Context: an optimization exercise on an open-source flow, tuned for small area, a short achievable clock period and few clock cycles. The choices shown serve that exercise and are no tape-out recipe. Function not checked in this run: the RTL went through the layout flow alone. Power is estimated from default activity; no workload was simulated.

`flow/design.v`:
```
`timescale 1ns / 1ps
module binary_to_bcd( input clk_in,
                      input [5:0] game_state,
                      input start,
                      input [23:0] binary_in,
                      output logic [31:0] bcd_out,
                      output logic busy
    );
    logic [31:0] R;
    logic [3:0]  t;                   
    wire rst = (game_state == 6'd1);
    logic [31:0] ld;
    logic [3:0]  t0;
    wire [31:0] ldr0 = {binary_in[19:0], 8'h0, binary_in[23:20]};
    wire [31:0] ldr1 = {binary_in[13:0], 8'h0, binary_in[23:14]};
    wire [31:0] ldr2 = {binary_in[7:0], 8'h0, binary_in[23:8]};
    wire [31:0] ldr3 = {binary_in[1:0], 8'h0, binary_in[23:2]};
    logic [3:0] zr, sel;
    function automatic [4:0] fx(input [3:0] v);
        logic ge10;
        ge10 = v[3] & (v[2] | v[1]);
        fx = {ge10, v[3] & !ge10, ge10 ? v[2] & v[1] : v[2], v[1] ^ ge10, v[0]};
    endfunction
    always_comb begin
        zr[0] = 1'b1;
        zr[1] = (binary_in[23:18] == '0);
        zr[2] = (binary_in[23:12] == '0);
        zr[3] = (binary_in[23:6] == '0);
        for (int i = 0; i < 4; i++)
            sel[i] = zr[i] & (i == 3 || !zr[i + 1]);
        ld = '0;
        t0 = '0;
        ld = ld | ({32{sel[0]}} & {ldr0[31:5], fx(binary_in[23:20])});
        t0 = t0 | ({4{sel[0]}} & 4'd2);
        ld = ld | ({32{sel[1]}} & {ldr1[31:5], fx(binary_in[17:14])});
        t0 = t0 | ({4{sel[1]}} & 4'd5);
        ld = ld | ({32{sel[2]}} & {ldr2[31:5], fx(binary_in[11:8])});
        t0 = t0 | ({4{sel[2]}} & 4'd8);
        ld = ld | ({32{sel[3]}} & {ldr3[31:5], fx(binary_in[5:2])});
        t0 = t0 | ({4{sel[3]}} & 4'd11);
    end
    function automatic [5:0] du(input [3:0] d, input c1, input c0);
        logic [3:0] n;
        logic o1, o0;
        logic w00, w01, w02, w03, w04, w05, w06, w07, w08, w09, w10, w11, w12, w13, w14, w15, w16, w17, w18, w19, w20;
        w00 = !d[0] & d[3];
        w01 = !d[0] & d[2];
        w02 = !w01 & d[1];
        w03 = !w02 & !w00;
        w04 = !w03 & !c1;
        w05 = w01 & d[1];
        w06 = !d[3] & !d[2];
        w07 = w06 & d[0];
        w08 = !w07 & !w00;
        w09 = w08 & !w05;
        w10 = !w09 & !w04;
        w11 = d[0] & d[3];
        w12 = w01 & !d[1];
        w13 = !w12 & !w11;
        w14 = !w13 & !c1;
        n[2] = w14 | w10;
        w15 = w09 & w04;
        w16 = !w15 & !w03;
        o0 = w16 | !w13;
        w17 = o0 & !c1;
        w18 = !o0 & c1;
        n[1] = w18 | w17;
        w19 = !w13 & c1;
        n[3] = w19 | w15;
        w20 = !w12 & d[2];
        o1 = w20 | d[3];
        n[0] = c0;
        du = {n, o1, o0};
    endfunction
    function automatic [5:0] dg(input [3:0] d, input c1, input c0, input g);
        logic [3:0] n;
        logic o1, o0;
        logic w00, w01, w02, w03, w04, w05, w06, w07, w08, w09, w10, w11, w12, w13, w14, w15, w16, w17, w18, w19, w20, w21, w22, w23, w24, w25, w26, w27, w28, w29, w30, w31;
        w00 = d[1] & d[2];
        w01 = !w00 & !d[3];
        w02 = !w01 & !d[0];
        w03 = !d[3] & !d[2];
        w04 = w03 & d[0];
        w05 = !w04 & !w02;
        w06 = !w05 & g;
        w07 = g & c1;
        w08 = !w07 & !w06;
        w09 = w06 & d[2];
        w10 = !w09 & d[1];
        w11 = w06 & d[3];
        w12 = !w11 & !w10;
        w13 = !w12 & !w08;
        w14 = !d[0] & !d[1];
        w15 = !w14 & g;
        w16 = !w15 & d[2];
        w17 = d[0] & d[3];
        w18 = w17 & g;
        w19 = !w18 & !w16;
        o0 = !w19 | w13;
        w20 = o0 & g;
        w21 = !w20 & c1;
        w22 = w20 & !c1;
        n[1] = w22 | w21;
        w23 = w15 & d[2];
        o1 = w23 | d[3];
        w24 = !w19 & w07;
        w25 = w08 & d[1];
        n[3] = w25 | w24;
        w26 = !w12 & !c1;
        w27 = !w26 & !w05;
        w28 = !w19 & !c1;
        w29 = !w28 & !w27;
        w30 = !w29 & g;
        w31 = !g & d[0];
        n[2] = w31 | w30;
        n[0] = c0;
        dg = {n, o1, o0};
    endfunction
    logic [31:0] nxt, blk;
    always_comb begin
        logic [5:0] q;
        logic c1, c0, z;
        c1 = R[31];
        c0 = R[30];
        q = du(R[3:0], c1, c0);
        nxt[3:0] = q[5:2];
        c1 = q[1];
        c0 = q[0];
        q = du(R[7:4], c1, c0);
        nxt[7:4] = q[5:2];
        c1 = q[1];
        c0 = q[0];
        q = dg(R[11:8], c1, c0, t >= 4'd4);
        nxt[11:8] = q[5:2];
        c1 = q[1];
        c0 = q[0];
        q = dg(R[15:12], c1, c0, t >= 4'd4);
        nxt[15:12] = q[5:2];
        c1 = q[1];
        c0 = q[0];
        q = dg(R[19:16], c1, c0, t >= 4'd8);
        nxt[19:16] = q[5:2];
        c1 = q[1];
        c0 = q[0];
        q = dg(R[23:20], c1, c0, t >= 4'd8);
        nxt[23:20] = q[5:2];
        c1 = q[1];
        c0 = q[0];
        q = dg(R[27:24], c1, c0, t >= 4'd10);
        nxt[27:24] = q[5:2];
        c1 = q[1];
        c0 = q[0];
        nxt[31:28] = {R[29:28], c1, c0};
        blk = nxt;
        z = (nxt[31:28] == 4'd0);
        blk[31] = z;
        blk[29] = z;
        for (int j = 6; j >= 1; j--) begin
            z = z & (nxt[4*j +: 4] == 4'd0);
            blk[4*j+3] = nxt[4*j+3] | z;
            blk[4*j+1] = nxt[4*j+1] | z;
        end
    end
    wire last = (t == 4'd11);
    logic run;
    always_ff @(posedge clk_in) begin
        if (rst)       busy <= 1'b0;
        else if (busy) busy <= !last;
        else           busy <= start;
    end
    always_ff @(posedge clk_in) begin
        t <= run ? t + 1'b1 : t0;
        if (rst) begin
            run <= 1'b0;
            R    <= '0;
        end else if (run) begin
            run <= !last;
            R    <= last ? blk : nxt;
        end else if (start) begin
            run <= 1'b1;
            R    <= ld;
        end
    end
    assign bcd_out = R;
endmodule
```
`flow/flow/run.sh`:
```
#!/bin/bash
# Standard ORFS layout, with plain buf_1 cells as the port buffers.
set -euo pipefail
export BUFFER_PORTS_ARGS="-buffer_cell sky130_fd_sc_hd__buf_1"
bash standard.sh > standard_flow.log 2>&1
```
`flow/standard.sh`:
```
#!/bin/bash
# synth_recipe.tcl (not shown) runs the flow's synth.tcl, then flattens the netlist and writes it again
# the make line also repeats each setting of config.mk as NAME=value (left out here)
make -C /OpenROAD-flow-scripts/flow DESIGN_CONFIG=/design/flow/config.mk WORK_HOME=/design/flow/orfs CLKGATE_MAP_FILE= SYNTH_SCRIPT=/design/flow/synth_recipe.tcl "${@:-finish}"
```
`flow/config.mk`:
```
export PLATFORM = sky130hd
export DESIGN_NAME = binary_to_bcd
export DESIGN_NICKNAME = binary_to_bcd
export VERILOG_FILES = /design/flow/design.v
export SDC_FILE = /design/flow/constraint.sdc
export NUM_CORES = 4
export LEC_CHECK = 0
export ABC_AREA = 1
export CAP_MARGIN = 20
export CORE_MARGIN = 2
export CORE_UTILIZATION = 60
export SETUP_SLACK_MARGIN = 3.5
export SLEW_MARGIN = 20
```
`flow/constraint.sdc`:
```
create_clock -name core_clock -period 6.0 [get_ports {clk_in}]
set_input_delay 1.2000 -clock core_clock [delete_from_list [all_inputs] [get_ports {clk_in}]]
set_output_delay 1.2000 -clock core_clock [all_outputs]
set_load 0.01 [all_outputs]
```
==> run summary <==
==> state kept, by name, indices dropped and copies added (netlist names) <==
name	count
R	32
t	4
busy	1
run	1
==> worst max-delay path, stage by stage <==
cell	delay [ps]
buf_1	130
nor2_2	160
nand4_1	270
nor2_4	260
nand2_4	120
buf_4	150
a21oi_1	170
o41ai_2	90
a21oi_1	150
==> repair_timing <==
action,4_1_cts,5_1_grt
buffers inserted,3,14
resized for setup,6,23
cloned,0,1
pin swaps,1,6
endpoints found under the setup margin,26,23
==> where the power goes <==
group | internal, uW | switching, uW
clock network | 122 | 97.8
registers | 399 | 177
logic | 541 | 979
total | 1060 | 1250
==> synthesized netlist by cell type (3+ instances only) <==
cell type	count
o32ai_1	3
nand3_1	48
a21oi_1	30
a31oi_1	14
o31ai_1	3
nor3_1	3
nand2_1	198
a21oi_2	3
inv_1	79
nand2_2	8
nor2_1	38
dfxtp_1	38
nor2_2	3
clkinv_1	3
nand4_1	9
o21ai_0	38
nor4_1	3
clkbuf_1	12
buf_2	3
xor2_1	3
o221ai_1	3
a221oi_1	5
o22ai_1	10
==> cells by family after synthesis <==
group | Yosys count
buffers and inverters | 101
DFF | 38
adders and majority gates | 2
AOI/OAI and AO/OA | 121
and+or+nand+nor | 319
xor gates and xnor gates | 3
==> worst paths after layout <==
| check | startpoint | endpoint | slack [ps] | cells after the start |
|---|---|---|---|---|
| max | binary_in[15] | R[1]$_SDFFE_PN0P_ | 3530 | 9 |
| min | busy$_SDFF_PN0_ | busy$_SDFF_PN0_ | 460 | 1 |
| max reg2reg | run$_SDFF_PN0_ | R[19]$_SDFFE_PN0P_ | 3630 | 8 |
| min reg2reg | busy$_SDFF_PN0_ | busy$_SDFF_PN0_ | 460 | 1 |
==> layout by cell type, fill, tap and decap left out, drive strengths merged, types with 3 or more instances in the layout <==
master,instances
a21oi,33
a221oi,5
a31oi,14
buf,84
clkbuf,5
clkinv,5
dfxtp,38
inv,80
nand2,207
nand3,49
nand4,9
nor2,43
nor3,3
nor4,3
o21ai,40
o221ai,3
o22ai,10
o31ai,3
o32ai,3
xor2,3
==> final cells by class <==
class	count	area (sq um)
multi-input combinational	445	2250
clock inverter	3	40.0
sequential	38	764
tap	72	90.1
inverter	84	327
timing repair buffer	84	390
timing repair inverter	1	5.00
clock buffer	5	68.8
fill	492	1470
==> layer usage <==
| layer | track usage (%) | up-vias | part of all wire [%] |
|---|---|---|---|
| met1 | 42.4 | 1907 | 42 |
| met3 | 4.48 | 48 | 7.3 |
| met2 | 56.0 | 206 | 47 |
| li1 | - | 2079 | - |
| met5 | 0 | - | 0 |
| met4 | 8.95 | 0 | 3.8 |
==> stage by stage <==
| step | hold slack [ps] | utilization (%) |
|---|---|---|
| floorplan | 472 | - |
| global placement | 447 | 66.4 |
| detailed placement | 453 | 66.4 |
| CTS | 468 | 69.2 |
| global route | 484 | 72.7 |
| finish | 462 | 72.7 |
==> impl_metrics.py <==
metrics = {
    "status": {
        "status": "no timing/DRC/antenna violations",
    },
    "final_layout": {
        "drive_gt1_share_pct": 11.2,
        "antenna_cells": 0,
        "design_area_sq_um": 3930,
        "final_net_count": 693,
        "final_cells": 732,
        "area_growth_pct": 19.0,
    },
    "global_route": {
        "grt_start_max_net_pins": 36,
        "grt_pass1_wl_mm": 16.3,
        "grt_pass1_vias": 3618,
        "antenna_found_initial": 0,
        "grt_overflow": 0,
        "track_usage_pct": 32.5,
    },
    "timing": {
        "rsz0062_at_grt": "false",
        "final.setup.tns_ps": 0,
        "period_minus_slack_ps": 2470,
        "setup-violations-final": 0,
        "clock.fmax_ghz": 0.405,
        "relSlewSlack_pct": 61.5,
        "clock_skew_ps": 10.2,
        "finalHoldViolCount": 0,
        "drv_slew": 0,
        "fin_crit_sh_pct": 41.2,
        "worst_pin_slew_ps": 575,
        "setup_ws_ps": 3530,
    },
    "synthesis": {
        "synth_top_family_by_area": "simple AND/OR/NAND/NOR gates",
        "yosysSeqAreaShare_pct": 23.0,
        "synth_ff_type": "dfxtp_1",
        "synth_seq_cells": 38,
        "synth_mux_area_share_pct": 0,
        "netlist.area_leader.share_pct": 23.0,
        "synth_xor_area_share_pct": 0.795,
        "synth_top_cell_by_area": "dfxtp_1",
        "ys_warn_count": 2,
        "synth_compound_area_share_pct": 22.1,
        "postSynthCellCount": 584,
        "synth_area_sq_um": 3300,
        "synth_fa_ha_area_share_pct": 0.758,
        "synth_edf_count": 0,
        "yosys.area_share.simple_pct": 41.5,
        "netlist_top_cells_area": "dfxtp_1 23%, nand2_1 23%, inv_1 9.0%",
        "post_synth.cell_area_avg_sq_um": 5.66,
        "synthDistinctLibCells": 42,
        "synthArstFlopShare_pct": 0,
        "synth_nets": 618,
    },
    "drt": {
        "drt_iter0_drc": 323,
        "via_per_inst": 5.79,
        "vias": 4240,
        "first_pass_iters": 7,
        "drc_errors": 0,
        "wl_per_cell_um": 14.0,
        "antenna_left": 0,
        "routed_wl_mm": 10.3,
    },
    "cts": {
        "clockBufferDepth": 2,
        "cts_tree": "done",
        "cts_root_buf": "clkbuf_8",
        "clk_pin_slew_ps": 80,
        "clkSinkCount": 38,
        "clk-insertion-delay-late_ps": 300,
        "cts.hold.buffers_added": 0,
        "cts_buffers": 5,
        "cts.htree.levels": 2,
    },
    "die": {
        "dieArea_sq_um": 6110,
        "fp.coreArea_sq_um": 5410,
        "fp-row-count": 27,
        "ios": 65,
        "die_x_um": 78.2,
        "initial_core_util_pct": 61.1,
        "die_h_um": 78.2,
    },
    "hold_path": {
        "min_path_type": "reg2reg",
    },
    "placement": {
        "hpwl_mm": 7.32,
        "routabilityCongestion": 0.943,
        "place_ws_ps": 2820,
        "io_buffers": 64,
        "dp.cells": 706,
        "dpl_cell_area_sq_um": 3590,
    },
    "run": {
        "max_cap_viol_count": 0,
    },
    "pwr": {
        "pwr_density_cell_nw_per_um2": 589,
        "power.total_uw": 2320,
        "ir_worst_vdd_v": 0.000371,
        "p_leak_uw": 0.00186,
    },
    "setup_path": {
        "cp_max_fo": 7,
        "cp-start-kind": "primary input",
        "critPathArrivalTime_ps": 2700,
        "critPathRequiredTime_ps": 6230,
        "critPathKind": "in2reg",
        "cp-end-kind": "register",
    },
}

what the ideal ports hide:
How much do the figures lean on ideal ports? The routed layout below was timed once more, with nothing changed but the port constraints.
Step 1 (the two cells are an assumption about what drives the block):
set clk [get_ports {clk_in}]
set_driving_cell -lib_cell sky130_fd_sc_hd__clkbuf_16 $clk
set_driving_cell -lib_cell sky130_fd_sc_hd__buf_2 [delete_from_list [all_inputs] $clk]
Step 2 moves the port delays by t, midway between the first and last clock arrival at a register: inputs arrive t later, outputs are due t later. That takes back most of the time a late clock gives input paths.
a / b / c = ideal / step 1 / step 2; a / b = the first two.
shift t [ns]: 0.321
setup WS [ns]: 3.529 / 3.533 / 3.212
hold slack, ns: 0.462 / 0.462 / 0.462
worst setup path after step 2: input to register
latest minus earliest clock arrival (ns): 0.010 / 0.010
After both steps setup and hold are still met in this run. The setup slack of this run moves by +0.004 ns with the drivers and by -0.317 ns with both steps.
